Context: an optimization exercise on an open-source flow, tuned for small area, a short achievable clock period and few clock cycles per item. The choices shown serve that exercise and are no tape-out recipe. At most, simulation tests tie the RTL to the original design; equivalence was not proved. The RTL of run 6 was laid out without a check of its function.

## flow/design.v (module list and top-level ports; edited modules follow where they fit)
// module slowmpy: 75 lines
// module mpyop: 741 lines
// module cpuops: 56 lines
// module aluop: 69 lines
module	cpuops(i_clk,i_reset, i_stb, i_op, i_a, i_b, o_c, o_f, o_valid,
			o_busy);
  // ...
==> flow/run.sh <==
#!/bin/bash
# synth_recipe.tcl (not shown) runs the flow's synth.tcl, then flattens the netlist and writes it again
# the make line also repeats each setting of config.mk as NAME=value (left out here)
make -C /OpenROAD-flow-scripts/flow DESIGN_CONFIG=/design/flow/config.mk WORK_HOME=/design/flow/orfs CLKGATE_MAP_FILE= SYNTH_SCRIPT=/design/flow/synth_recipe.tcl finish
==> flow/config.mk <==
export PLATFORM = sky130hd
export DESIGN_NAME = cpuops
export DESIGN_NICKNAME = cpuops
export VERILOG_FILES = /design/flow/design.v
export SDC_FILE = /design/flow/constraint.sdc
export NUM_CORES = 4
export LEC_CHECK = 0
export CAP_MARGIN = 20
export CORE_MARGIN = 2
export CORE_UTILIZATION = 40
export SETUP_SLACK_MARGIN = 5
export SLEW_MARGIN = 20
==> flow/constraint.sdc <==
create_clock -name core_clock -period 10.0 [get_ports {i_clk}]
set_input_delay 2.0000 -clock core_clock [delete_from_list [all_inputs] [get_ports {i_clk}]]
set_output_delay 2.0000 -clock core_clock [all_outputs]
set_load 0.01 [all_outputs]
==> results by group, run 1 <==
Final layout
  • Synth-to-layout area growth: 17.1%
  • Post-route insts no fill: 4,019
  • CLK BUF: 20
  • Register area: 0.00384 sq mm
  • Commonest non-fill, non-tap cell in the layout: inv_1
  • Final Util: a little under half
  • Finished Cell Area: ~0.031 sq mm
  • Largest class: multi-input combinational cells

Setup path
  • Crit path max fanout: 5
  • Setup crit start: r_x[10]

Hold path
  • Min-delay src: thempy.bsh[31]

Synth
  • Simple-gate share of the synthesized area: about a tenth
  • Post-Syn Area: 0.0267 sq mm
  • Synth Area in Compound Gates: around a fifth
  • Fraction of synthesized area in multiplexers: 6.43%
  • Largest family of logic cells by synthesized area: adder cells

STA
  • Sum of negative setup slack: 0 ns
  • RSZ-0062 raised after global routing: yes
  • Final setup violation count: 0

Die
  • Die Ht: approximately 260 um
  • Well Taps: approximately 860
  • Cell Rows: between 90 and 100

Drt
  • DR top layer: met5
  • Drt drc: 0
  • DR iter-0 viols: ~3,000
  • Via count: between 20,000 and 25,000

Placed design
  • Cell area after placement: approximately 0.028 sq mm
  • GP Congestion: approximately 0.98

Run status
  • Outcome: complete, no violations

GRT
  • Antenna violations before repair: 12
  • Number of global-route vias before repair: 23,500
Testbench counts, summed over its fixed seeds: cycles 24,638, items 16,384.
==> run 2: changes to the inputs <==
==> flow/flow/run.sh (new file) <==
#!/bin/bash
# The standard layout, with the port buffers made of plain buffers
# (sky130_fd_sc_hd__buf_4) instead of the delay cell buffer_ports picks,
# timing repair free to resize them, and timing repair aiming at a setup
# slack of 6 ns. The make log goes to standard_flow.log.
set -euo pipefail
bash standard.sh MATCH_CELL_FOOTPRINT=0 SETUP_SLACK_MARGIN=6 "BUFFER_PORTS_ARGS=-buffer_cell sky130_fd_sc_hd__buf_4" finish > standard_flow.log 2>&1
==> flow/standard.sh (new file) <==
#!/bin/bash
# synth_recipe.tcl (not shown) runs the flow's synth.tcl, then flattens the netlist and writes it again
# the make line also repeats each setting of config.mk as NAME=value (left out here)
make -C /OpenROAD-flow-scripts/flow DESIGN_CONFIG=/design/flow/config.mk WORK_HOME=/design/flow/orfs CLKGATE_MAP_FILE= SYNTH_SCRIPT=/design/flow/synth_recipe.tcl "${@:-finish}"
--- a/flow/config.mk
+++ b/flow/config.mk
@@ -6,7 +6,7 @@
 export NUM_CORES = 4
 export LEC_CHECK = 0
+export ABC_AREA = 1
 export CAP_MARGIN = 20
 export CORE_MARGIN = 2
 export CORE_UTILIZATION = 40
-export SETUP_SLACK_MARGIN = 5
 export SLEW_MARGIN = 20
removed: flow/run.sh
==> run 2 against run 1 <==
Compared with the run above:
- still clean
- hold slack lost 0.074 ns
- fmax rose by 10%
- final cell count up 14%
- critical path depth grew 3
- routed wire length rose by 13%
- largest cell class unchanged
==> results by group, run 2 <==
Run status
  • Outcome: complete, no violations

Final layout
  • Layout fillers: between 5,000 and 6,000
  • Final Util: 53.9% (+6.5 points)
  • Most frequent cells in the layout: inv_1 (477), nand2_1 (380), nand3_1 (343)
  • Synth-to-layout area growth: 34.0%
  • Largest regs: thempy.acc_c (33), thempy.acc_s (33)
  • Nets: roughly 4,200
  • Post-route insts no fill: 4,596 (+14%)
  • Layout cells sized above 1: a little under a third
  • Commonest non-fill, non-tap cell in the layout: inv_1

STA
  • RSZ-0062 raised after global routing: yes
  • Min Tclk post-route: roughly 4.8 ns
  • F_max: 209 MHz
  • Sum of negative setup slack: 0 ns (unchanged)
  • Final setup violation count: 0 (unchanged)
  • Fin crit share: 47.9%
  • Slew Limit Fails: 0
  • Worst slew pin tran: ~1.1 ns
  • Endpoints failing hold: 0
  • Min Hold Slack: 0.460 ns
  • Clock Skew: between 0.015 and 0.02 ns
  • Worst-case headroom to the max-slew limit: between 20 and 30%

Synth
  • Largest family of logic cells by synthesized area: adder cells
  • Sequential element share of the synthesized area: between 10 and 15%
  • Fraction of synthesized area in multiplexers: 0% (-6.4 points)
  • Share of the synthesized area in the top cell type: around 22%
  • Synth Area in XOR/XNOR: 11.0%
  • Synth Area in Compound Gates: 16.0% (-3.7 points)
  • Simple-gate share of the synthesized area: 18.1% (+8.1 points)
  • Top-count cell post-synth: inv_1
  • Synth Flop Type: dfxtp_1
  • Adder-cell share of the synthesized area: 27.5%
  • Syn avg cell area: 7.38 sq um
  • Post-Syn Area: 0.0258 sq mm (-3.4%)
  • Synth cell types: 51
  • #FFs+latches synth: around 190
  • Number of synthesized flops with an enable pin: 3
  • Synth top cells by count: inv_1 (563), nand2_1 (425), nand3_1 (364)
  • Cell taking the most area after synthesis: fa_1
  • FFs w/ async S/R, synth: 0%
  • Area contributors post-synth: fa_1 (22%), dfxtp_1 (14%), xor2_1 (11%), inv_1 (8.2%), nand3_1 (7.1%)
  • Synthesized instance count: around 3,500
  • Syn_nets: 3,955
  • Yosys Warn Count: 3

Setup path
  • Crit end category: primary output
  • Critical Path AT: approximately 2.8 ns
  • WP data required: approximately 8.0 ns
  • WS Path Type: reg2out
  • Crit path max fanout: 4 (-1)
  • Critical Path Start Type: flip-flop

Drt
  • WL per Instance: around 29 um
  • Drt drc: 0 (unchanged)
  • DR iter-0 viols: 4,330 (+43%)
  • DRT Pass-1 Iters: 9
  • Via-per-instance ratio: between 6 and 7
  • Routed WL: ~130 mm
  • Routed Antenna Nets: 0
  • Via count: 28,300 (+15%)

Die
  • Cell Rows: 93 (-1.1%)
  • Die X-Extent: approximately 260 um
  • Io pins: 109
  • Die Ht: 258 um (-1.7%)
  • Core area: 0.0640 sq mm
  • DIE AREA: 0.0664 sq mm
  • Initial core utilization: 40.2%

Placed design
  • GP Congestion: 1.05 (+6.7%)
  • Port Buffers: between 100 and 150
  • Number of instances in the placed design: between 4,000 and 5,000
  • DP Wirelength: 87.2 mm

Job
  • Max Cap Viol: 0

GRT
  • Antenna violations before repair: 5 (-7)
  • First-pass GRT wire length: about 180 mm
  • GRT Util Overall: between 30% and 40%
  • Largest net degree at the start of global routing: 53
  • Number of global-route vias before repair: 26,600 (+13%)
  • Global route total overflow: 0

Clocking
  • H-tree Lvls: 4
  • Clock Path Buffers: 2
  • Root Driver: clkbuf_16
  • TritonCTS clock tree: built
  • Clk slew on worst S/H paths: ~0.08 ns
  • Clock Latency Late Sink: 0.49 ns
  • Hold Buf Count CTS: 0
  • Clk sinks: 185
  • CTS buffer count: 17

Hold path
  • Worst hold path class: reg2reg
## run 2: what timing repair did
item / CTS / global route
setup endpoints to repair: 153 / 110
cloned: 12 / 6
pin swaps: 288 / 294
hold endpoints to repair: 0 / 0
resized for setup: 772 / 314
buffers inserted: 216 / 65
## run 2: cell families after synthesis
group,count (synthesis)
DFF,185
xor gates and xnor gates,324
buffers and inverters,837
AOI/OAI and AO/OA,690
adders and majority gates,396
and+or+nand+nor,1056
## run 2: final cells by class
class	instances	area (sq um)	area share, %
inverters	616	2750	7.97
clock buffers	22	474	1.37
multi-input cells	2467	21900	63.6
repair inverters	7	52.6	0.152
diodes	7	17.5	0.0508
clock inverters	10	106	0.308
repair buffers	427	4180	12.1
flip-flops and latches	185	3910	11.3
well taps	855	1070	3.10
## run 2: final timing paths
kind | cells after the start | from | endpoint | slack [ns]
worst max-delay path | 14 | r_cin | o_c[13] | 5.21
worst min-delay path | 1 | thempy.r_sgn | thempy.r_xtra | 0.46
worst max register to register | 17 | thempy.d_two[0] | r_x[15] | 5.45
worst min register to register | 1 | thempy.r_sgn | thempy.r_xtra | 0.46
## run 2: metrics by stage
stage | cell area, sq um | worst slack [ns]
CTS | 32500 | 5.37
detailed placement | 27300 | 4.88
finish | 34500 | 5.21
global route | 34500 | 5.12
global placement | 27300 | 4.92
floorplan | 26400 | 5.97
## run 2: critical path: stages, from the launching register on
cell	delay, ns
dfxtp_4	0.47
inv_4	0.06
fa_2	0.37
inv_2	0.06
nand2_2	0.06
o21ai_4	0.22
buf_6	0.13
buf_6	0.08
nand3_2	0.06
nand2_2	0.09
inv_2	0.04
o21ai_2	0.17
buf_4	0.16
xor2_2	0.17
buf_4	0.15
## run 2: per-layer routing
| metal | vias up | wire length [um] | GRT usage, % |
|---|---|---|---|
| met3 | 667 | 19800 | 12.6 |
| met1 | 13400 | 46300 | 47.1 |
| met2 | 2367 | 54400 | 53.9 |
| met5 | - | 11 | 0 |
| li1 | 11800 | - | - |
| met4 | 2 | 11700 | 25.4 |
==> run 3: changes to the inputs <==
==> flow/flow/run.sh (replaced) <==
#!/bin/bash
# The standard layout, with the port buffers made of plain buffers
# (sky130_fd_sc_hd__buf_4) instead of the delay cell buffer_ports picks,
# and timing repair free to resize them. The make log goes to standard_flow.log.
set -euo pipefail
bash standard.sh MATCH_CELL_FOOTPRINT=0 "BUFFER_PORTS_ARGS=-buffer_cell sky130_fd_sc_hd__buf_4" finish > standard_flow.log 2>&1
--- a/flow/config.mk
+++ b/flow/config.mk
@@ -10,3 +10,4 @@
 export CORE_MARGIN = 2
 export CORE_UTILIZATION = 40
+export SETUP_SLACK_MARGIN = 4.5
 export SLEW_MARGIN = 20
==> run 3 against run 2 <==
Compared with the run above:
- global-route usage is 3.2 points lower
- sequential share of layout area is 2.0 points higher
- synthesized cell count stayed put
- clock skew is 0.0054 ns lower
- area after synthesis stayed put
- final area is 19% lower
- critical path depth is 3 higher
- hold slack worse by 0.030 ns
==> results by group, run 3 <==
Run status
  • Outcome: complete, no violations

STA
  • Final setup violation count: 0 (unchanged)
  • Slew Limit Fails: 0 (unchanged)
  • Worst slew pin tran: 0.991 ns (-0.0898 ns)
  • Worst-case headroom to the max-slew limit: 33.7% (+5.8 points)
  • F_max: 188 MHz (-10%)
  • Fin crit share: 53.3% (+5.4 points)
  • Endpoints failing hold: 0 (unchanged)
  • Min Tclk post-route: 5.33 ns (+0.540 ns)
  • Min Hold Slack: 0.429 ns (-0.0305 ns)
  • Clock Skew: 0.0138 ns (-0.00535 ns)
  • Sum of negative setup slack: 0 ns (unchanged)
  • RSZ-0062 raised after global routing: no

Synth
  • #FFs+latches synth: 185 (unchanged)
  • Syn_nets: 3,955 (unchanged)
  • Number of synthesized flops with an enable pin: 3 (unchanged)
  • FFs w/ async S/R, synth: 0% (unchanged)
  • Area contributors post-synth: fa_1 (22%), dfxtp_1 (14%), xor2_1 (11%), inv_1 (8.2%), nand3_1 (7.1%)
  • Synthesized instance count: 3,488 (unchanged)
  • Post-Syn Area: 0.0258 sq mm (unchanged)
  • Top-count cell post-synth: inv_1
  • Cell taking the most area after synthesis: fa_1
  • Synth top cells by count: inv_1 (563), nand2_1 (425), nand3_1 (364)
  • Sequential element share of the synthesized area: 14.5% (unchanged)
  • Synth Flop Type: dfxtp_1
  • Synth cell types: 51 (unchanged)
  • Share of the synthesized area in the top cell type: 22.1% (unchanged)
  • Syn avg cell area: 7.38 sq um (unchanged)
  • Yosys Warn Count: 3 (unchanged)

Setup path
  • WP data required: 10.35 ns (+2.35 ns)
  • Critical Path Start Type: flip-flop
  • Crit end category: flip-flop
  • WS Path Type: reg2reg
  • Critical Path AT: 5.68 ns (+2.89 ns)
  • Crit path max fanout: 27 (+23)

Final layout
  • Nets: 3,945 (-5.8%)
  • Largest regs: thempy.acc_c (33), thempy.acc_s (33)
  • Layout cells sized above 1: 8.74% (-23 points)
  • Synth-to-layout area growth: 9.13%
  • Most frequent cells in the layout: inv_1 (559), nand2_1 (425), nand3_1 (364)
  • Commonest non-fill, non-tap cell in the layout: inv_1

GRT
  • Number of global-route vias before repair: 24,700 (-7.1%)
  • Antenna violations before repair: 3 (-2)
  • Largest net degree at the start of global routing: 62 (+17%)
  • Global route total overflow: 0 (unchanged)
  • First-pass GRT wire length: 167 mm (-7.9%)
  • GRT Util Overall: 34.1% (-3.2 points)

Drt
  • Via-per-instance ratio: 5.91 (-3.9%)
  • Drt drc: 0 (unchanged)
  • DRT Pass-1 Iters: 6 (-3)
  • WL per Instance: 26.2 um (-9.1%)
  • Routed Antenna Nets: 0 (unchanged)
  • Routed WL: 114 mm (-14%)
  • DR iter-0 viols: 3,430 (-21%)
  • Via count: 25,700 (-9.0%)

Clocking
  • Hold Buf Count CTS: 0 (unchanged)
  • H-tree Lvls: 4 (unchanged)
  • Clock Latency Late Sink: 0.47 ns (-0.02 ns)
  • Root Driver: clkbuf_16
  • Clk slew on worst S/H paths: 0.08 ns (about the same)
  • TritonCTS clock tree: built
  • Clock Path Buffers: 2 (unchanged)
  • Clk sinks: 185 (unchanged)
  • CTS buffer count: 17 (unchanged)

Die
  • Initial core utilization: 40.2% (unchanged)
  • Die X-Extent: 258 um (unchanged)
  • Io pins: 109 (unchanged)
  • Die Ht: 258 um (unchanged)
  • Core area: 0.0640 sq mm (unchanged)
  • Cell Rows: 93 (unchanged)
  • DIE AREA: 0.0664 sq mm (unchanged)

Placed design
  • DP Wirelength: 87.3 mm (about the same)
  • Port Buffers: 108 (unchanged)
  • GP Congestion: 1.03 (-1.5%)

Job
  • Max Cap Viol: 0 (unchanged)

Hold path
  • Worst hold path class: reg2reg
run 3: cell types whose count changed in the layout (fill, tap and decap cells not counted), sizes merged:
| cell | previous run | this run |
|---|---|---|
| bufinv | 1 | 5 |
| clkinvlp | 23 | 19 |
| buf | 417 | 192 |
| clkinv | 29 | 24 |
| nor3 | 50 | 49 |
| clkbuf | 32 | 20 |
| diode | 7 | 4 |
run 3: cells by family after synthesis:
family	synth area share [%]
AO/OA/AOI/OAI	16.0
XOR/XNOR	11.0
AND/OR/NAND/NOR	18.1
adder cells (fa/ha/maj)	27.5
flip-flops	14.5
buffers and inverters	12.8
run 3: what timing repair did:
| item | 4_1_cts | 5_1_grt |
|---|---|---|
| pin swaps | 0 | 0 |
| gates cloned | 0 | 0 |
| setup endpoints to repair | 35 | 22 |
| buffers inserted | 7 | 26 |
| gates resized for setup | 15 | 21 |
run 3: worst paths after layout:
kind	from	to	slack, ns	cells after the start
min	thempy.r_sgn	thempy.r_xtra	0.43	1
max reg2reg	thempy.bsh[11]	r_x[28]	4.67	17
max	thempy.bsh[11]	r_x[28]	4.67	17
min reg2reg	thempy.r_sgn	thempy.r_xtra	0.43	1
run 3: worst max-delay path, cell delays in order (launching register included):
cell,delay (ns)
dfxtp_1,0.74
inv_2,0.57
fa_1,0.68
inv_1,0.05
fa_1,0.49
fa_1,0.53
inv_1,0.06
fa_1,0.54
inv_1,0.04
ha_1,0.35
nand2_1,0.09
nor2_1,0.15
nand4_1,0.11
nand3_1,0.15
xor2_1,0.36
nor2_1,0.08
a21oi_1,0.12
nand3_1,0.08
run 3: per-stage QoR:
| step | instance area [sq um] | setup slack, ns | cells | utilization (%) |
|---|---|---|---|---|
| after floorplan | 25800 | 5.29 | 3488 | - |
| after global placement | 27000 | 4.34 | 4279 | 42.3 |
| after detailed placement | 27100 | 4.34 | 4280 | 42.3 |
| after CTS | 27800 | 4.50 | 4319 | 43.5 |
| after global routing | 28100 | 4.50 | 4348 | 43.9 |
| final | 28100 | 4.67 | 4350 | 43.9 |
run 3: cell type report:
class / instances / area, sq um
Sequential cell: 185 / 3750
Clock buffer: 20 / 437
Antenna cell: 4 / 10.0
Tap cell: 855 / 1070
Multi-Input combinational cell: 2466 / 18800
Timing Repair Buffer: 192 / 1490
Fill cell: 6677 / 35900
Clock inverter: 12 / 198
Inverter: 616 / 2380
run 3: routing by layer:
layer / GRT usage, % / wire (um)
met4: 18.9 / 7940
met2: 50.2 / 47500
met1: 45.2 / 44000
met3: 9.30 / 14200
met5: 1.35 / 128
==> run 4: changes to the inputs <==
--- a/flow/config.mk
+++ b/flow/config.mk
@@ -10,4 +10,5 @@
 export CORE_MARGIN = 2
 export CORE_UTILIZATION = 40
-export SETUP_SLACK_MARGIN = 4.5
+export SETUP_SLACK_MARGIN = 5
 export SLEW_MARGIN = 20
+export TNS_END_PERCENT = 20
==> run 4 against run 3 <==
Compared with the run above:
- critical endpoint is now o_c[10]
- core utilization is 0.78 points higher
- synthesized cell count stayed put
- critical path depth is 6 lower
- via count is 0.55% higher
- final area is 1.8% higher
- still clean on timing, DRC and antenna
- critical path type is now reg2out
- register-to-register slack better by 0.34 ns
- first-iteration DRC count is 3.5% higher
==> results by group, run 4 <==
Setup path
  • FF-to-FF End: r_x[24]
  • FF-to-FF setup slack: 5.01 ns (+0.34 ns)
  • CP peak stage delay: 0.40 ns (-0.34 ns)
  • Critical Path AT: 3.00 ns (-2.68 ns)
  • Most frequent CP cell: buf_4
  • Crit path max fanout: 9 (-67%)
  • CP bufs+invs: 4 (unchanged)
  • CP cell instances: clkinvlp_4, buf_4, ha_1, nand2_1, nor3_1, nor2_2, buf_4, o21ai_0, a21oi_1, xnor2_1, buf_4
  • WS Path Type: reg2out
  • Worst r2r src: thempy.d_one[6]
  • Critical Path Start Type: flip-flop
  • R2r worst-path depth: 13 (-4)
  • Top cell family by delay on the critical path: buffers and inverters
  • WP data required: 8.00 ns (-2.35 ns)
  • Slowest cell on crit path: dfxtp_4
  • Crit end category: primary output

Clocking
  • Hold Buf Count CTS: 0 (unchanged)
  • Clk slew on worst S/H paths: 0.08 ns (about the same)
  • Clock Latency Late Sink: 0.47 ns (about the same)
  • Root Driver: clkbuf_16
  • Clk sinks: 185 (unchanged)
  • H-tree Lvls: 4 (unchanged)
  • CTS buffer count: 17 (unchanged)
  • Clock Path Buffers: 2 (unchanged)
  • TritonCTS clock tree: built

Placed design
  • Number of instances in the placed design: 4,280 (unchanged)
  • DP Wirelength: 87.3 mm (unchanged)
  • Port Buffers: 108 (unchanged)
  • GP Congestion: 1.03 (unchanged)
  • Cell area after placement: 0.0271 sq mm (unchanged)

Synth
  • Syn_nets: 3,955 (unchanged)
  • Top-count cell post-synth: inv_1
  • Number of synthesized flops with an enable pin: 3 (unchanged)
  • Syn avg cell area: 7.38 sq um (unchanged)
  • Synth cell types: 51 (unchanged)
  • Area contributors post-synth: fa_1 (22%), dfxtp_1 (14%), xor2_1 (11%), inv_1 (8.2%), nand3_1 (7.1%)
  • Sequential element share of the synthesized area: 14.5% (unchanged)
  • Cell taking the most area after synthesis: fa_1
  • Synth Flop Type: dfxtp_1
  • Share of the synthesized area in the top cell type: 22.1% (unchanged)
  • FFs w/ async S/R, synth: 0% (unchanged)
  • Synthesized instance count: 3,488 (unchanged)
  • Yosys Warn Count: 3 (unchanged)
  • Post-Syn Area: 0.0258 sq mm (unchanged)
  • #FFs+latches synth: 185 (unchanged)
  • Synth top cells by count: inv_1 (563), nand2_1 (425), nand3_1 (364)

Drt
  • Via-per-instance ratio: 5.93 (+0.32%)
  • DR iter-0 viols: 3,550 (+3.5%)
  • DRT Pass-1 Iters: 6 (unchanged)
  • WL per Instance: 26.4 um (+1.0%)
  • Drt drc: 0 (unchanged)
  • Routed WL: 115 mm (+1.2%)
  • Routed Antenna Nets: 0 (unchanged)
  • Via count: 25,900 (+0.55%)

GRT
  • Global route total overflow: 0 (unchanged)
  • First-pass GRT wire length: 169 mm (+0.91%)
  • Number of global-route vias before repair: 24,900 (+0.75%)
  • GRT Util Overall: 34.5% (+0.30 points)
  • Largest net degree at the start of global routing: 62 (unchanged)
  • Antenna violations before repair: 5 (+2)

Die
  • DIE AREA: 0.0664 sq mm (unchanged)
  • Cell Rows: 93 (unchanged)
  • Die Ht: 258 um (unchanged)
  • Core area: 0.0640 sq mm (unchanged)
  • Io pins: 109 (unchanged)
  • Initial core utilization: 40.2% (unchanged)
  • Die X-Extent: 258 um (unchanged)

Hold path
  • Hold Path Sink: thempy.r_xtra
  • Worst hold path class: reg2reg
  • Min-delay src: thempy.r_sgn
  • Hold Path Stages: 1 (unchanged)

Job
  • Max Cap Viol: 0 (unchanged)

STA
  • RSZ-0062 raised after global routing: yes
  • Min Tclk post-route: 5.00 ns (-0.324 ns)
  • Fin crit share: 50.0% (-3.2 points)
  • Endpoints failing hold: 0 (unchanged)
  • Final setup violation count: 0 (unchanged)
  • Sum of negative setup slack: 0 ns (unchanged)
  • Min Hold Slack: 0.429 ns (-0.000485 ns)
  • F_max: 200 MHz (+6.5%)
  • Slew Limit Fails: 0 (unchanged)
  • Clock Skew: 0.0132 ns (-0.000570 ns)
  • Worst-case headroom to the max-slew limit: 33.0% (-0.65 points)
  • Worst slew pin tran: 1.00 ns (+0.00972 ns)

Run status
  • Outcome: complete, no violations

Final layout
  • Post-route insts no fill: 4,360 (+0.23%)
  • Commonest non-fill, non-tap cell in the layout: inv_1
  • Largest regs: thempy.acc_c (33), thempy.acc_s (33)
  • Finished Cell Area: 0.0286 sq mm (+1.8%)
  • Layout cells sized above 1: 11.0% (+2.3 points)
  • Most frequent cells in the layout: inv_1 (558), nand2_1 (422), nand3_1 (362)
  • Synth-to-layout area growth: 11.1%
  • Nets: 3,953 (+0.20%)
run 4: cell counts after synthesis:
Identical to the previous run, type by type.
run 4: area by class of cell:
type                       instances  area [sq um]
antenna                            6          15.0
tap                              855          1070
clock inverter                    12           198
fill                            6637         35400
timing repair buffer             200          1660
multi-input combinational       2466         19000
clock buffer                      20           437
sequential                       185          3800
inverter                         616          2390
run 4: how the worst max path moves through the flow:
stage          depth (start not counted)             end           from
2_1_floorplan                         19  thempy.bsh[29]  thempy.bsh[7]
3_3_place_gp                          18          o_f[3]         r_x[0]
3_5_place_dp                          16         o_c[27]         r_x[0]
4_1_cts                               17         r_x[27]  thempy.bsh[1]
5_1_grt                               14          o_f[3]        r_x[27]
6_report                              11         o_c[10]         r_x[0]
run 4: what timing repair did:
action	4_1_cts	5_1_grt
setup endpoints to repair	66	47
hold endpoints to repair	0	0
setup buffers	24	17
gates cloned	0	0
resized for setup	65	94
pin swaps	2	7
run 4: cell families (layout without fill, tap and decap cells):
logic type | after synthesis | in the layout | synth area share [%]
compound gates | 690 | 690 | 16.0
xor+xnor | 324 | 324 | 11.0
fa+ha+maj | 396 | 396 | 27.5
buf+inv | 837 | 848 | 12.8
flops | 185 | 185 | 14.5
other cells | 0 | 6 | 0
simple gates | 1056 | 1056 | 18.1
run 4: per-layer routing:
metal / track usage [%] / vias up / wire length [um]
met4: 19.6 / 2 / 8030
met5: 0 / - / 10
li1: - / 11400 / -
met2: 50.5 / 1854 / 48000
met3: 9.34 / 368 / 14600
met1: 45.7 / 12300 / 44600
run 4: through the flow:
step	util, %	setup WS (ns)
after floorplan	-	5.29
after detailed placement	42.3	4.34
after global placement	42.3	4.34
after CTS	43.9	4.93
after global routing	44.7	4.88
final	44.7	5.00
==> run 5: changes to the inputs <==
--- a/flow/config.mk
+++ b/flow/config.mk
@@ -12,3 +12,2 @@
 export SETUP_SLACK_MARGIN = 5
 export SLEW_MARGIN = 20
-export TNS_END_PERCENT = 20
==> run 5 against run 4 <==
Compared with the run above:
- clock skew rose by 0.0034 ns
- synthesized cell count did not move
- final cell count barely moved
- hold slack improved by 0.0039 ns
- flip-flop and latch count did not move
- critical path depth rose by 2
- critical path type is now reg2reg
==> results by group, run 5 <==
Run status
  • Outcome: complete, no violations

Drt
  • Routed WL: 115 mm (+0.20%)
  • DR iter-0 viols: 3,571 (+0.59%)
  • Via-per-instance ratio: 5.94 (about the same)
  • Routed Antenna Nets: 0 (unchanged)
  • DRT Pass-1 Iters: 8 (+2)
  • Via count: 25,900 (+0.14%)
  • WL per Instance: 26.5 um (+0.15%)
  • Drt drc: 0 (unchanged)

Clocking
  • H-tree Lvls: 4 (unchanged)
  • Clock Path Buffers: 2 (unchanged)
  • Hold Buf Count CTS: 0 (unchanged)
  • TritonCTS clock tree: built
  • Clk slew on worst S/H paths: 0.08 ns (about the same)
  • Clk sinks: 185 (unchanged)
  • Root Driver: clkbuf_16
  • Clock Latency Late Sink: 0.48 ns (about the same)
  • CTS buffer count: 17 (unchanged)

Die
  • Initial core utilization: 40.2% (unchanged)
  • Io pins: 109 (unchanged)
  • DIE AREA: 0.0664 sq mm (unchanged)
  • Cell Rows: 93 (unchanged)
  • Die X-Extent: 258 um (unchanged)
  • Core area: 0.0640 sq mm (unchanged)
  • Die Ht: 258 um (unchanged)

STA
  • Fin crit share: 49.9% (-0.13 points)
  • Min Tclk post-route: 4.99 ns (-0.0126 ns)
  • Clock Skew: 0.0166 ns (+0.00335 ns)
  • Slew Limit Fails: 0 (unchanged)
  • Worst slew pin tran: 1.01 ns (+0.0138 ns)
  • RSZ-0062 raised after global routing: yes
  • Final setup violation count: 0 (unchanged)
  • Worst-case headroom to the max-slew limit: 32.1% (-0.92 points)
  • F_max: 200 MHz (+0.25%)
  • Sum of negative setup slack: 0 ns (unchanged)
  • Min Hold Slack: 0.432 ns (+0.00388 ns)
  • Endpoints failing hold: 0 (unchanged)

Placed design
  • Port Buffers: 108 (unchanged)
  • DP Wirelength: 87.3 mm (unchanged)
  • GP Congestion: 1.03 (unchanged)
  • Cell area after placement: 0.0271 sq mm (unchanged)

Final layout
  • Layout cells sized above 1: 11.5% (+0.45 points)
  • Largest regs: thempy.acc_c (33), thempy.acc_s (33)
  • Commonest non-fill, non-tap cell in the layout: inv_1
  • Register area: 0.00381 sq mm (+0.13%)
  • Nets: 3,956 (+0.076%)
  • Layout fillers: 6,631 (-0.090%)
  • Most frequent cells in the layout: inv_1 (558), nand2_1 (420), nand3_1 (362)
  • Footprint of the multi-input gates: 0.0191 sq mm (+0.41%)
  • Synth-to-layout area growth: 11.6%
  • Finished Cell Area: 0.0287 sq mm (+0.44%)

Setup path
  • CP cell instances: inv_1, buf_4, o22ai_1, xor2_1, fa_1, fa_1, inv_1, fa_1, fa_1, a221oi_1, o21ai_0, nor2_1, nand3_1
  • Critical Path AT: 5.33 ns (+2.33 ns)
  • Critical Path Start Type: flip-flop
  • Crit path max fanout: 21 (+12)
  • Most frequent CP cell: fa_1
  • WS Path Type: reg2reg
  • Crit end category: flip-flop
  • CP peak stage delay: 0.63 ns (+0.23 ns)
  • WP data required: 10.34 ns (+2.34 ns)
  • Slowest cell on crit path: a221oi_1

Synth
  • #FFs+latches synth: 185 (unchanged)
  • Top-count cell post-synth: inv_1
  • Number of synthesized flops with an enable pin: 3 (unchanged)
  • Synth Flop Type: dfxtp_1
  • Yosys Warn Count: 3 (unchanged)
  • Share of the synthesized area in the top cell type: 22.1% (unchanged)
  • Sequential element share of the synthesized area: 14.5% (unchanged)
  • Synthesized instance count: 3,488 (unchanged)
  • Cell taking the most area after synthesis: fa_1
  • Synth cell types: 51 (unchanged)
  • Post-Syn Area: 0.0258 sq mm (unchanged)
  • Area contributors post-synth: fa_1 (22%), dfxtp_1 (14%), xor2_1 (11%), inv_1 (8.2%), nand3_1 (7.1%)
  • FFs w/ async S/R, synth: 0% (unchanged)
  • Syn_nets: 3,955 (unchanged)
  • Synth top cells by count: inv_1 (563), nand2_1 (425), nand3_1 (364)
  • Syn avg cell area: 7.38 sq um (unchanged)

GRT
  • Number of global-route vias before repair: 24,900 (-0.044%)
  • Largest net degree at the start of global routing: 62 (unchanged)
  • First-pass GRT wire length: 169 mm (about the same)
  • Global route total overflow: 0 (unchanged)
  • Antenna violations before repair: 6 (+1)
  • GRT Util Overall: 34.5% (about the same)

Hold path
  • Worst hold path class: reg2reg

Job
  • Max Cap Viol: 0 (unchanged)
## run 5: final timing paths
path | start | endpoint | slack [ns] | cells after the start
setup / recovery | thempy.d_one[6] | r_x[24] | 5.01 | 13
hold reg to reg | thempy.r_sgn | thempy.r_xtra | 0.43 | 1
setup reg to reg | thempy.d_one[6] | r_x[24] | 5.01 | 13
hold / removal | thempy.r_sgn | thempy.r_xtra | 0.43 | 1
## run 5: cells by family (layout without fill, tap and decap cells)
logic type	count (synthesis)	in the layout	synth area share (%)
buffers and inverters	837	851	12.8
AOI/OAI and AO/OA	690	690	16.0
xor gates and xnor gates	324	324	11.0
adders and majority gates	396	396	27.5
DFF	185	185	14.5
and+or+nand+nor	1056	1056	18.1
other	0	5	0
## run 5: area by class of cell
class | count | area share, %
multi-input cells | 2466 | 66.5
clock inverters | 12 | 0.688
clock buffers | 20 | 1.52
repair buffers | 203 | 5.95
inverters | 616 | 8.34
diodes | 5 | 0.0436
flip-flops and latches | 185 | 13.3
well taps | 855 | 3.72
## run 5: routing by layer
metal / track usage, % / wire [um] / up-vias / part of all wire [%]
met3: 9.07 / 14000 / 371 / 12
li1: - / - / 11400 / -
met2: 50.5 / 48100 / 1809 / 42
met4: 19.6 / 8200 / 2 / 7.1
met5: 1.35 / 128 / - / 0.11
met1: 45.8 / 45000 / 12300 / 39
## run 5: per-stage QoR
| stage | util [%] | worst slack, ns | instances |
|---|---|---|---|
| 2_1_floorplan | - | 5.29 | 3488 |
| 3_3_place_gp | 42.3 | 4.34 | 4279 |
| 3_5_place_dp | 42.3 | 4.34 | 4280 |
| 4_1_cts | 44.0 | 5.00 | 4337 |
| 5_1_grt | 44.9 | 4.97 | 4359 |
| 6_report | 44.9 | 5.01 | 4362 |
## run 5: what timing repair did
item | in CTS | in global routing
pin swaps | 2 | 12
resized for setup | 70 | 116
endpoints found under the setup margin | 66 | 46
buffers inserted | 25 | 19
## run 5: critical path: cells and delay by family (launching register included)
kind                     cells  cell delay, ns
buffers and inverters        3            0.90
AND/OR/NAND/NOR              2            0.35
flip-flops                   1            0.35
AO/OA/AOI/OAI                3            1.14
XOR/XNOR                     1            0.19
adder cells (fa/ha/maj)      4            1.93
==> module cpuops, before the edit <==
module	cpuops(i_clk,i_reset, i_stb, i_op, i_a, i_b, o_c, o_f, o_valid,
			o_busy);
	input	wire	i_clk, i_reset, i_stb;
	input	wire	[3:0]	i_op;
	input	wire	[31:0]	i_a, i_b;
	output	wire	[31:0]	o_c;
	output	wire	[3:0]	o_f;
	output	reg		o_valid;
	output	wire		o_busy;
	reg	[31:0]	r_x, r_y;
	reg		r_cin;
	reg		r_add, r_sub, r_csh, pre_sign, set_ovfl, keep_sgn_on_ovfl;
	wire	this_is_a_multiply_op;
	assign	this_is_a_multiply_op = (i_stb)&&((i_op[3:1]==3'h5)||(i_op[3:0]==4'hc));
	wire		mpybusy, mpylast, mpy_cin;
	wire	[31:0]	mpy_x, mpy_y;
	mpyop	thempy(i_clk, i_reset, this_is_a_multiply_op, i_op[1:0],
		i_a, i_b, r_x, mpybusy, mpylast, mpy_x, mpy_y, mpy_cin);
	wire	[31:0]	next_x, next_y;
	wire		next_cin, next_csh;
	aluop	thealu(mpybusy, mpylast, i_op, i_a, i_b, mpy_x, mpy_y, mpy_cin,
			r_x, next_x, next_y, next_cin, next_csh);
	always @(posedge i_clk)
	begin
		r_x   <= next_x;
		r_y   <= next_y;
		r_cin <= next_cin;
		r_csh <= next_csh;
		r_add <= !mpybusy && (i_op == 4'h2);
		r_sub <= !mpybusy && (i_op == 4'h0);
		pre_sign <= i_a[31];
		set_ovfl <= !mpybusy && (((i_op==4'h0)&&(i_a[31] != i_b[31]))
			||((i_op==4'h2)&&(i_a[31] == i_b[31]))
			||(i_op == 4'h6)
			||(i_op == 4'h5));
		keep_sgn_on_ovfl <= !mpybusy &&
			(((i_op==4'h0)&&(i_a[31] != i_b[31]))
			||((i_op==4'h2)&&(i_a[31] == i_b[31])));
	end
	wire	[33:0]	osum = { 1'b0, r_x, r_cin } + { 1'b0, r_y, r_cin };
	assign	o_c = osum[32:1];
	wire	carry = osum[33];
	wire	[31:0]	zk = { r_x[30:0] | r_y[30:0], r_cin };
	wire	z = &((r_x ^ r_y) ~^ zk);
	assign	o_busy = mpybusy;
	wire	n = (o_c[31]);
	wire	v = (set_ovfl)&&(pre_sign != o_c[31]);
	wire	vx = (keep_sgn_on_ovfl)&&(pre_sign != o_c[31]);
	wire	c = (r_add & carry) | (r_sub & !carry) | r_csh;
	assign	o_f = { v, n^vx, c, z };
	always @(posedge i_clk)
	if (i_reset)
		o_valid <= 1'b0;
	else
		o_valid <=((i_stb)&&(!this_is_a_multiply_op))||(mpylast);
endmodule
==> run 6: changes to the inputs <==
--- a/flow/design.v
+++ b/flow/design.v
@@ -857,7 +857,6 @@
 			||((i_op==4'h2)&&(i_a[31] == i_b[31])));
 	end
-	wire	[33:0]	osum = { 1'b0, r_x, r_cin } + { 1'b0, r_y, r_cin };
-	assign	o_c = osum[32:1];
-	wire	carry = osum[33];
+	wire		carry;
+	outadd	theadd(r_x, r_y, r_cin, o_c, carry);
 	wire	[31:0]	zk = { r_x[30:0] | r_y[30:0], r_cin };
 	wire	z = &((r_x ^ r_y) ~^ zk);
@@ -943,2 +942,11 @@
 	assign	o_csh = (op_rsh | op_lsl) & sh_r[0];
 endmodule
+module	outadd(i_x, i_y, i_cin, o_s, o_carry);
+	input	wire	[31:0]	i_x, i_y;
+	input	wire		i_cin;
+	output	wire	[31:0]	o_s;
+	output	wire		o_carry;
+	wire	[33:0]	sum = { 1'b0, i_x, i_cin } + { 1'b0, i_y, i_cin };
+	assign	o_s = sum[32:1];
+	assign	o_carry = sum[33];
+endmodule
--- a/flow/config.mk
+++ b/flow/config.mk
@@ -6,5 +6,4 @@
 export NUM_CORES = 4
 export LEC_CHECK = 0
-export ABC_AREA = 1
 export CAP_MARGIN = 20
 export CORE_MARGIN = 2
@@ -12,2 +11,3 @@
 export SETUP_SLACK_MARGIN = 5
 export SLEW_MARGIN = 20
+export SYNTH_HIERARCHICAL = 1
==> run 6 against run 5 <==
Compared with the run above:
- still clean on timing, DRC and antenna
- sequential share of layout area fell by 0.95 points
- synthesized cell count fell by 12%
- non-clock buffer count rose by 80
==> results by group, run 6 <==
Synth
  • Syn_nets: 3,532 (-11%)
  • Synth Area in XOR/XNOR: 12.9% (+1.9 points)
  • Top-count cell post-synth: inv_1
  • Synth top cells by count: inv_1 (408), fa_1 (284), xnor2_1 (281)
  • Synth Flop Type: dfxtp_1
  • Area contributors post-synth: fa_1 (21%), dfxtp_1 (14%), xnor2_1 (9.3%), a22oi_1 (7.8%), inv_1 (5.8%)
  • Post-Syn Area: 0.0265 sq mm (+2.9%)
  • Syn avg cell area: 8.64 sq um (+17%)
  • Number of synthesized flops with an enable pin: 3 (unchanged)
  • Synth Area in Compound Gates: 20.9% (+4.9 points)
  • Sequential element share of the synthesized area: 14.1% (-0.41 points)
  • Adder-cell share of the synthesized area: 26.8% (-0.73 points)
  • Simple-gate share of the synthesized area: 10.3% (-7.9 points)
  • Yosys Warn Count: 9 (+6)
  • Largest family of logic cells by synthesized area: adder cells
  • Share of the synthesized area in the top cell type: 21.5% (-0.62 points)
  • Synth cell types: 96 (+88%)
  • Cell taking the most area after synthesis: fa_1
  • Fraction of synthesized area in multiplexers: 5.10% (+5.1 points)
  • Synthesized instance count: 3,065 (-12%)
  • #FFs+latches synth: 185 (unchanged)
  • FFs w/ async S/R, synth: 0% (unchanged)

Final layout
  • Layout cells sized above 1: 18.0% (+6.5 points)
  • Most frequent cells in the layout: inv_1 (404), xnor2_1 (272), fa_1 (271)
  • Final Util: 47.5% (+2.6 points)
  • Nets: 3,561 (-10%)
  • Finished Cell Area: 0.0312 sq mm (+8.5%)
  • Commonest non-fill, non-tap cell in the layout: inv_1
  • Largest regs: thempy.acc_c (33), thempy.acc_s (33)
  • Post-route insts no fill: 3,975 (-8.9%)
  • Layout fillers: 6,265 (-5.5%)
  • Synth-to-layout area growth: 17.6%

Setup path
  • WS Path Type: reg2reg
  • FF-to-FF End: r_x[30]
  • WP data required: 10.38 ns (+0.04 ns)
  • Critical Path Start Type: flip-flop
  • FF-to-FF setup slack: 4.72 ns (-0.29 ns)
  • Setup crit start: thempy.stage[0]
  • Worst r2r src: thempy.stage[0]
  • R2r worst-path depth: 17 (+4)
  • Crit end category: flip-flop
  • Critical Path AT: 5.66 ns (+0.33 ns)
  • Crit path max fanout: 8 (-62%)

Drt
  • DRT Pass-1 Iters: 6 (-2)
  • DR iter-0 viols: 3,334 (-6.6%)
  • Drt drc: 0 (unchanged)
  • Routed Antenna Nets: 0 (unchanged)
  • Via-per-instance ratio: 6.40 (+7.9%)
  • WL per Instance: 31.9 um (+21%)
  • Routed WL: 127 mm (+9.9%)
  • Via count: 25,500 (-1.7%)

GRT
  • GRT Util Overall: 35.8% (+1.3 points)
  • Number of global-route vias before repair: 25,000 (+0.44%)
  • GR Layer Usage met3: 11.2% (+2.1 points)
  • Global route total overflow: 0 (unchanged)
  • Met2 Usage GRT: 52.8% (+2.3 points)
  • First-pass GRT wire length: 176 mm (+4.5%)
  • Busiest grt layer: met2
  • Largest net degree at the start of global routing: 69 (+11%)
  • Antenna violations before repair: 4 (-2)
  • GRT met1 Usage: 45.3% (-0.45 points)

STA
  • Endpoints failing hold: 0 (unchanged)
  • Worst slew pin tran: 1.14 ns (+0.130 ns)
  • F_max: 189 MHz (-5.5%)
  • Slew Limit Fails: 0 (unchanged)
  • Sum of negative setup slack: 0 ns (unchanged)
  • RSZ-0062 raised after global routing: yes
  • Fin crit share: 52.8% (+2.9 points)
  • Min Tclk post-route: 5.28 ns (+0.291 ns)
  • Clock Skew: 0.0161 ns (-0.000428 ns)
  • Worst-case headroom to the max-slew limit: 22.7% (-9.4 points)
  • Final setup violation count: 0 (unchanged)

Hold path
  • Worst hold path class: reg2reg
  • Hold Path Stages: 1 (unchanged)
  • Min-delay src: thempy.r_sgn
  • Hold Path Sink: thempy.r_xtra

Clocking
  • Clock Path Buffers: 2 (unchanged)
  • Clk sinks: 185 (unchanged)
  • TritonCTS clock tree: built
  • Root Driver: clkbuf_16
  • Clk slew on worst S/H paths: 0.08 ns (about the same)
  • Hold Buf Count CTS: 0 (unchanged)
  • CTS buffer count: 17 (unchanged)
  • Clock Latency Late Sink: 0.51 ns (+0.03 ns)
  • H-tree Lvls: 4 (unchanged)

Die
  • DIE AREA: 0.0683 sq mm (+2.8%)
  • Core area: 0.0656 sq mm (+2.5%)
  • Die Ht: 261 um (+1.4%)
  • Cell Rows: 94 (+1.1%)
  • Io pins: 109 (unchanged)
  • Die X-Extent: 261 um (+1.4%)
  • Initial core utilization: 40.4% (+0.13 points)

Placed design
  • GP Congestion: 1.04 (+1.1%)
  • Cell area after placement: 0.0279 sq mm (+3.2%)
  • DP Wirelength: 84.5 mm (-3.2%)
  • Number of instances in the placed design: 3,839 (-10%)
  • Port Buffers: 108 (unchanged)

Run status
  • Outcome: complete, no violations

Job
  • Max Cap Viol: 0 (unchanged)
-- run 6: changes by cell type after synthesis, sizes merged, moves of 74 or more --
cell	delta
a22oi	+233
clkbuf	+114
inv	-169
nand2	-218
nand3	-344
o21ai	-74
o22ai	-258
xnor2	+268
xor2	-201
-- run 6: modules after synthesis (local to each module, per instance) --
module	copies in the design	cell area (sq um)	flip-flops and latches	cells
outadd	1	1840	0	254
aluop	1	5030	0	711
cpuops	1	2620	72	238
mpyop	1	17000	113	1862
-- run 6: metal layers --
metal  vias to the layer above  wire (um)  part of all wire [%]
li1                      10500          -                     -
met1                     12700      46900                    37
met2                      1834      53100                    42
met3                       507      16500                    13
met4                         0      10300                   8.1
met5                         -          0                     0
-- run 6: logic make-up after synthesis --
kind of cell             Yosys count
XOR/XNOR                         391
buffers and inverters            687
adder cells (fa/ha/maj)          397
multiplexers                      91
flip-flops                       185
AND/OR/NAND/NOR                  559
AO/OA/AOI/OAI                    755
-- run 6: area by class of cell --
class | instances | area (sq um) | share of cell area (%)
multi-input combinational | 2193 | 20900 | 67.0
clock inverter | 12 | 104 | 0.333
sequential | 185 | 3830 | 12.3
timing repair buffer | 283 | 3220 | 10.3
antenna | 4 | 10.0 | 0.0321
clock buffer | 20 | 458 | 1.47
tap | 864 | 1080 | 3.47
inverter | 414 | 1560 | 5.02
-- run 6: critical path: stages (launching register included) --
cell and delay (ns):
dfxtp_4 0.40, buf_12 0.16, buf_6 0.12, nand2b_4 0.13, fa_1 0.52, inv_2 0.05, fa_2 0.57, fa_1 0.43
fa_1 0.55, ha_4 0.23, o21a_1 0.16, o2111a_1 0.22, or3_4 0.41, xnor2_4 0.27, o21ai_1 0.09, a222oi_1 0.36
nand3_1 0.10, or3_1 0.39
-- run 6: what timing repair did --
action | in CTS | in global routing
pin swaps | 36 | 71
setup buffers | 41 | 33
cloned | 13 | 13
setup endpoints to repair | 59 | 43
resized for setup | 241 | 126
-- run 6: worst max-delay path by stage --
stage,end,slack [ns],cells past startpoint
2_1_floorplan,r_x[30],5.00,18
3_3_place_gp,r_x[30],3.64,17
3_5_place_dp,r_x[30],3.54,17
4_1_cts,r_x[30],4.74,18
5_1_grt,r_x[30],4.57,19
6_report,r_x[30],4.72,17
-- run 6: stage by stage --
| stage | setup WS [ns] | hold slack (ns) |
|---|---|---|
| after floorplan | 5.00 | 0.383 |
| after detailed placement | 3.54 | 0.400 |
| after global placement | 3.64 | 0.397 |
| after global routing | 4.57 | 0.431 |
| after CTS | 4.74 | 0.409 |
| final | 4.72 | 0.423 |
==> run 7: changes to the inputs <==
--- a/flow/design.v
+++ b/flow/design.v
@@ -857,6 +857,7 @@
 			||((i_op==4'h2)&&(i_a[31] == i_b[31])));
 	end
-	wire		carry;
-	outadd	theadd(r_x, r_y, r_cin, o_c, carry);
+	wire	[33:0]	osum = { 1'b0, r_x, r_cin } + { 1'b0, r_y, r_cin };
+	assign	o_c = osum[32:1];
+	wire	carry = osum[33];
 	wire	[31:0]	zk = { r_x[30:0] | r_y[30:0], r_cin };
 	wire	z = &((r_x ^ r_y) ~^ zk);
@@ -942,11 +943,2 @@
 	assign	o_csh = (op_rsh | op_lsl) & sh_r[0];
 endmodule
-module	outadd(i_x, i_y, i_cin, o_s, o_carry);
-	input	wire	[31:0]	i_x, i_y;
-	input	wire		i_cin;
-	output	wire	[31:0]	o_s;
-	output	wire		o_carry;
-	wire	[33:0]	sum = { 1'b0, i_x, i_cin } + { 1'b0, i_y, i_cin };
-	assign	o_s = sum[32:1];
-	assign	o_carry = sum[33];
-endmodule
==> flow/flow/run.sh (replaced) <==
#!/bin/bash
# The standard layout, with the port buffers made of plain buffers
# (sky130_fd_sc_hd__buf_2) instead of the delay cell buffer_ports picks,
# and timing repair free to resize them. The make log goes to standard_flow.log.
set -euo pipefail
bash standard.sh MATCH_CELL_FOOTPRINT=0 "BUFFER_PORTS_ARGS=-buffer_cell sky130_fd_sc_hd__buf_2" finish > standard_flow.log 2>&1
--- a/flow/config.mk
+++ b/flow/config.mk
@@ -6,4 +6,5 @@
 export NUM_CORES = 4
 export LEC_CHECK = 0
+export ABC_AREA = 1
 export CAP_MARGIN = 20
 export CORE_MARGIN = 2
@@ -11,3 +12,2 @@
 export SETUP_SLACK_MARGIN = 5
 export SLEW_MARGIN = 20
-export SYNTH_HIERARCHICAL = 1
==> run 7 against run 6 <==
Compared with the run above:
- die area is 2.8% lower
- non-clock buffer count is 67 lower
- critical path type unchanged
- critical endpoint is now r_x[18]
- via count is 2.0% higher
- critical path depth is 1 lower
- sequential share of layout area is 1.1 points higher
- flip-flop and latch count stayed put
- count of clock-buffer cells in the layout is 3 lower
- first-iteration DRC count is 4.2% lower
- setup slack better by 0.32 ns
- core utilization is 2.8 points lower
- register-to-register slack better by 0.32 ns
==> results by group, run 7 <==
GRT
  • Number of global-route vias before repair: 24,600 (-1.5%)
  • GRT Util Overall: 34.5% (-1.2 points)
  • Global route total overflow: 0 (unchanged)
  • Antenna violations before repair: 3 (-1)
  • First-pass GRT wire length: 168 mm (-4.7%)
  • Largest net degree at the start of global routing: 62 (-10%)

Die
  • Die X-Extent: 258 um (-1.4%)
  • Io pins: 109 (unchanged)
  • Cell Rows: 93 (-1.1%)
  • Die Ht: 258 um (-1.4%)
  • DIE AREA: 0.0664 sq mm (-2.8%)
  • Initial core utilization: 40.2% (-0.13 points)
  • Core area: 0.0640 sq mm (-2.5%)

Clocking
  • Clk slew on worst S/H paths: 0.08 ns (about the same)
  • Clock Latency Late Sink: 0.50 ns (about the same)
  • CTS buffer count: 17 (unchanged)
  • Clock Path Buffers: 2 (unchanged)
  • TritonCTS clock tree: built
  • Hold Buf Count CTS: 0 (unchanged)
  • Root Driver: clkbuf_16
  • H-tree Lvls: 4 (unchanged)
  • Clk sinks: 185 (unchanged)

Hold path
  • Worst hold path class: reg2reg
  • Hold Path Stages: 1 (unchanged)

Setup path
  • Critical Path Start Type: flip-flop
  • WS Path Type: reg2reg
  • R2r worst-path depth: 16 (-1)
  • Crit end category: flip-flop
  • WP data required: 10.40 ns (+0.02 ns)
  • Critical Path AT: 5.36 ns (-0.30 ns)
  • Crit path max fanout: 8 (unchanged)

Final layout
  • Commonest non-fill, non-tap cell in the layout: inv_1
  • Largest regs: thempy.acc_c (33), thempy.acc_s (33)
  • Layout cells sized above 1: 12.7% (-5.3 points)
  • Synth-to-layout area growth: 11.1%
  • Most frequent cells in the layout: inv_1 (554), nand2_1 (416), nand3_1 (361)
  • Nets: 3,973 (+12%)

STA
  • Clock Skew: 0.0112 ns (-0.00493 ns)
  • Post-route setup slack: 5.04 ns (+0.317 ns)
  • Endpoints failing hold: 0 (unchanged)
  • Min Tclk post-route: 4.96 ns (-0.317 ns)
  • F_max: 201 MHz (+6.4%)
  • Worst slew pin tran: 1.01 ns (-0.137 ns)
  • Sum of negative setup slack: 0 ns (unchanged)
  • RSZ-0062 raised after global routing: yes
  • Worst-case headroom to the max-slew limit: 32.6% (+9.9 points)
  • Slew Limit Fails: 0 (unchanged)
  • Fin crit share: 49.6% (-3.2 points)
  • Final setup violation count: 0 (unchanged)

Synth
  • Area contributors post-synth: fa_1 (22%), dfxtp_1 (14%), xor2_1 (11%), inv_1 (8.2%), nand3_1 (7.1%)
  • #FFs+latches synth: 185 (unchanged)
  • FFs w/ async S/R, synth: 0% (unchanged)
  • Synth cell types: 51 (-47%)
  • Top-count cell post-synth: inv_1
  • Syn avg cell area: 7.38 sq um (-15%)
  • Synth Flop Type: dfxtp_1
  • Syn_nets: 3,955 (+12%)
  • Synthesized instance count: 3,488 (+14%)
  • Yosys Warn Count: 3 (-6)
  • Post-Syn Area: 0.0258 sq mm (-2.8%)
  • Cell taking the most area after synthesis: fa_1
  • Sequential element share of the synthesized area: 14.5% (+0.41 points)
  • Share of the synthesized area in the top cell type: 22.1% (+0.62 points)
  • Synth top cells by count: inv_1 (563), nand2_1 (425), nand3_1 (364)
  • Number of synthesized flops with an enable pin: 3 (unchanged)

Placed design
  • Port Buffers: 108 (unchanged)
  • Pre-CTS setup slack: 4.35 ns (+0.819 ns)
  • GP Congestion: 1.05 (+0.74%)
  • DP Wirelength: 87.1 mm (+3.1%)

Drt
  • Routed Antenna Nets: 0 (unchanged)
  • Via-per-instance ratio: 5.94 (-7.3%)
  • Routed WL: 117 mm (-8.2%)
  • WL per Instance: 26.6 um (-17%)
  • Via count: 26,000 (+2.0%)
  • DRT Pass-1 Iters: 6 (unchanged)
  • Drt drc: 0 (unchanged)
  • DR iter-0 viols: 3,193 (-4.2%)

Run status
  • Outcome: complete, no violations

Job
  • Max Cap Viol: 0 (unchanged)
==> run 7: timing repair <==
| action | 4_1_cts | 5_1_grt |
|---|---|---|
| pin swaps | 0 | 11 |
| gates cloned | 4 | 2 |
| resized for setup | 94 | 123 |
| setup endpoints to repair | 86 | 55 |
| setup buffers | 30 | 28 |
==> run 7: worst max-delay path, stage by stage, from the launching register on <==
cell and delay [ns]:
edfxtp_1 0.56, inv_1 0.28, o22ai_1 0.26, xor2_1 0.21, fa_1 0.48, fa_1 0.56, inv_1 0.07, fa_1 0.41
inv_1 0.09, fa_1 0.41, fa_1 0.42, nand2_1 0.14, o21ai_0 0.29, a211oi_2 0.28, nand2_1 0.16, a21oi_1 0.18
nand2_1 0.06
==> run 7: stage by stage <==
step	instances	hold WS, ns	cell area (sq um)	utilization (%)
4_1_cts	4344	0.413	27900	43.6
3_3_place_gp	4277	0.400	26800	41.8
5_1_grt	4374	0.429	28600	44.7
2_1_floorplan	3488	0.392	25800	-
3_5_place_dp	4278	0.398	26800	41.8
6_report	4375	0.420	28600	44.7
==> run 7: cells by family (layout without fill, tap and decap cells) <==
kind of cell    Yosys count  in the layout  share of synthesized area (%)
compound gates          690            690                           16.0
xor+xnor                324            324                           11.0
fa+ha+maj               396            396                           27.5
buf+inv                 837            868                           12.8
flops                   185            185                           14.5
other cells               0              1                              0
simple gates           1056           1056                           18.1
==> run 7: path summary, 6_finish.rpt <==
| kind | start | to | slack [ns] |
|---|---|---|---|
| max | thempy.r_asgn | r_x[18] | 5.04 |
| min | thempy.r_sgn | thempy.r_xtra | 0.42 |
| max reg2reg | thempy.r_asgn | r_x[18] | 5.04 |
| min reg2reg | thempy.r_sgn | thempy.r_xtra | 0.42 |
==> run 7: final cells by class <==
type                            count  area (sq um)
Inverter                          616          2410
Clock buffer                       17           425
Multi-Input combinational cell   2466         19200
Antenna cell                        1          2.50
Tap cell                          855          1070
Timing Repair inverter              4          30.0
Clock inverter                     15           178
Timing Repair Buffer              216          1490
Sequential cell                   185          3830
Fill cell                        6649         35400
==> run 7: layer usage <==
| metal | vias to the layer above | GRT usage [%] | routed length (um) | share of wire [%] |
|---|---|---|---|---|
| li1 | 11400 | - | - | - |
| met1 | 12400 | 45.1 | 44200 | 38 |
| met2 | 1827 | 50.4 | 48600 | 42 |
| met3 | 370 | 10.0 | 15100 | 13 |
| met4 | 4 | 20.9 | 8550 | 7.3 |
| met5 | - | 0.214 | 28 | 0.024 |
Testbench counts of run 7, summed over its fixed seeds: cycles 24,638, items 16,384.

## what the ideal ports hide
No port has a modelled driver above. Below, the same layouts with a new extraction and two added sets of constraints. Step 1 sets driving cells, clkbuf_16 on the clock port and buf_2 on the other inputs (assumed; they add their load-dependent delay and slew). Step 2 also shifts input and output timing later by t, the mid clock arrival at the registers, as if the neighbouring blocks saw the same clock. Three values: no drivers, after step 1, after step 2; two values: the first two.
run | shift t [ns] | slack for setup (ns) | latest minus earliest clock arrival (ns) | slew at the worst register clock pin (ns) | worst slew at a driven data input, ns
run 1 | 0.552 | 4.715 / 4.654 / 4.524 | 0.015 / 0.015 | 0.08 / 0.08 | 0.05
run 2 | 0.540 | 5.214 / 5.153 / 5.229 | 0.020 / 0.020 | 0.09 / 0.09 | 0.04
run 3 | 0.523 | 4.674 / 4.661 / 4.674 | 0.014 / 0.014 | 0.08 / 0.08 | 0.04
run 4 | 0.519 | 4.998 / 4.941 / 5.014 | 0.013 / 0.014 | 0.08 / 0.08 | 0.05
run 5 | 0.525 | 5.011 / 4.987 / 5.011 | 0.016 / 0.016 | 0.08 / 0.08 | 0.04
run 6 | 0.558 | 4.719 / 4.664 / 4.507 | 0.016 / 0.016 | 0.08 / 0.08 | 0.05
run 7 | 0.551 | 5.036 / 5.036 / 4.868 | 0.011 / 0.012 | 0.09 / 0.09 | 0.04
After both steps setup and hold are still met in every run listed. The setup slack of run 6, which loses most, moves by -0.055 ns with the drivers and by -0.212 ns with both steps.
